Source: an optimization exercise on an open RTL-to-GDS flow (aim: small area). Production flows keep margins and buffers that such runs may drop.
The RTL was checked by simulation tests, not by an equivalence proof against the original design.
Power is estimated from default activity; no workload was simulated.

==> flow/design.v (excerpt) <==
module simple_spi_wb_bridge (
    input wire clk,
    input wire rst,
    input wire spi_sclk,
    input wire spi_mosi,
    output wire spi_miso,
    input wire spi_cs_n,
    output reg [15:0] wb_adr_o,
    output wire [7:0] wb_dat_o,
    input wire [7:0] wb_dat_i,
    output wire wb_we_o,
    output wire wb_cyc_o,
    output wire wb_stb_o,
    input wire wb_ack_i
);
==> flow/config.mk <==
export PLATFORM = sky130hd
export DESIGN_NAME = simple_spi_wb_bridge
export DESIGN_NICKNAME = simple_spi_wb_bridge
export VERILOG_FILES = /design/flow/design.v
export SDC_FILE = /design/flow/constraint.sdc
export NUM_CORES = 4
export LEC_CHECK = 0
export CAP_MARGIN = 20
export CORE_MARGIN = 2
export CORE_UTILIZATION = 40
export SLEW_MARGIN = 20
==> flow/constraint.sdc <==
create_clock -name core_clock -period 5.0 [get_ports {clk}]
set_input_delay 1.0000 -clock core_clock [delete_from_list [all_inputs] [get_ports {clk}]]
set_output_delay 1.0000 -clock core_clock [all_outputs]
set_load 0.01 [all_outputs]
standard.sh (not shown) runs the stock make flow with config.mk's settings and CLKGATE_MAP_FILE= SYNTH_SCRIPT=/design/flow/synth_recipe.tcl, a recipe that flattens the netlist after the stock synthesis.
==> flow/flow/run.sh <==
#!/bin/bash
# Standard layout, with the port buffers made from the smallest buffer cell
# and no dummy loads on the clock tree.
set -o pipefail
bash standard.sh finish \
  "BUFFER_PORTS_ARGS=-buffer_cell sky130_fd_sc_hd__buf_1" \
  "CTS_ARGS=-sink_clustering_enable -repair_clock_nets -dont_use_dummy_load" \
  > standard.log 2>&1
The baseline finished clean.
Rerun with:
==> flow/flow/run.sh (replaced) <==
#!/bin/bash
# Standard layout, with the port buffers made from the smallest buffer cell
# and a one-level clock tree without dummy loads.
set -o pipefail
bash standard.sh finish \
  "BUFFER_PORTS_ARGS=-buffer_cell sky130_fd_sc_hd__buf_1" \
  "CTS_ARGS=-sink_clustering_enable -repair_clock_nets -dont_use_dummy_load -root_buf sky130_fd_sc_hd__clkbuf_8 -buf_list sky130_fd_sc_hd__clkbuf_8 -sink_clustering_size 50 -sink_clustering_max_diameter 300" \
  > standard.log 2>&1
What happened: The changed run produced a clean layout; sequential share of layout area came out lower by 1.2 points; hold slack got worse by 6.4 ps; clock-buffer cell count does not change; clock skew came out lower by 5.5 ps; sequential power is about the same; critical path depth stays the same; power came out higher by 9.7%; wire length drops by 0.32%.
Rerun with:
==> flow/flow/run.sh (replaced) <==
#!/bin/bash
# The standard layout (standard.sh), with three changes:
# - synthesis maps the combinational logic with an area-oriented abc script
#   (flow/synth.tcl, flow/area.abc); registers are mapped as in the standard
#   synthesis;
# - the port buffers are the smallest buffer cell;
# - the clock tree gets no dummy loads.
# Each tool's log is in orfs/logs/; make's own output is in standard.log.
set -o pipefail
here=$(pwd)
export AREA_ABC_SCRIPT=$here/flow/area.abc
bash standard.sh finish \
  "SYNTH_SCRIPT=$here/flow/synth.tcl" \
  "AREA_ABC_SCRIPT=$here/flow/area.abc" \
  "BUFFER_PORTS_ARGS=-buffer_cell sky130_fd_sc_hd__buf_1" \
  "CTS_ARGS=-sink_clustering_enable -repair_clock_nets -dont_use_dummy_load" \
  > standard.log 2>&1
==> flow/flow/area.abc (new file) <==
strash
balance
rewrite
refactor
balance
rewrite
rewrite -z
balance
refactor -z
rewrite -z
balance
balance
rewrite
refactor
balance
rewrite
rewrite -z
balance
refactor -z
rewrite -z
balance
dch -f
amap
topo
==> flow/flow/synth.tcl (new file) <==
# The standard synthesis (synth_recipe.tcl), with the combinational logic
# mapped by an area-oriented abc script. Registers are mapped by dfflibmap
# before abc runs, exactly as in the standard synthesis.
proc synth {args} { yosys synth -nofsm -noshare {*}$args }
proc abc {args} {
  set i [lsearch -exact $args -script]
  if {$i >= 0} { set args [lreplace $args $i [expr {$i + 1}] -script $::env(AREA_ABC_SCRIPT)] }
  yosys abc {*}$args
}
source $::env(SCRIPTS_DIR)/synth.tcl
# left out here: clear keep_hierarchy, flatten, clean up, hide names made inside functions, write 1_2_yosys.v
Effect: Cell count decreases by 10%. Synthesized area shrinks by 8.4%. Wire length goes up by 3.2%. Total power goes down by 8.9%.

==> static timing again, ports no longer ideal <==
How much do the figures lean on ideal ports? The routed layouts below were timed once more, with nothing changed but the port constraints. Step 1 (the two cells are an assumption about what drives the block):
set clk [get_ports {clk}]
set_driving_cell -lib_cell sky130_fd_sc_hd__clkbuf_16 $clk
set_driving_cell -lib_cell sky130_fd_sc_hd__buf_2 [delete_from_list [all_inputs] $clk]
Step 2, shift: input delay + t, output delay - t, t = (earliest + latest rising clock arrival at the registers) / 2. This alone moves slack from input paths to output paths. Three values: ideal, step 1, step 2; two values: the first two.
run | t, ns | setup slack, ns | worst setup path at the end | latest minus earliest clock arrival (ns) | worst register clock-pin slew, ns
the first run | 0.339 | 2.908 / 2.887 / 2.897 | input to register | 0.012 / 0.013 | 0.10 / 0.10
the second run | 0.292 | 2.963 / 2.941 / 2.889 | input to register | 0.008 / 0.008 | 0.06 / 0.06
the third run | 0.338 | 2.439 / 2.417 / 2.641 | input to register | 0.010 / 0.010 | 0.10 / 0.10
After both steps every run listed still meets setup and hold. For the second run, which loses most, drivers alone change the setup slack by -0.022 ns; drivers and shift together by -0.074 ns.
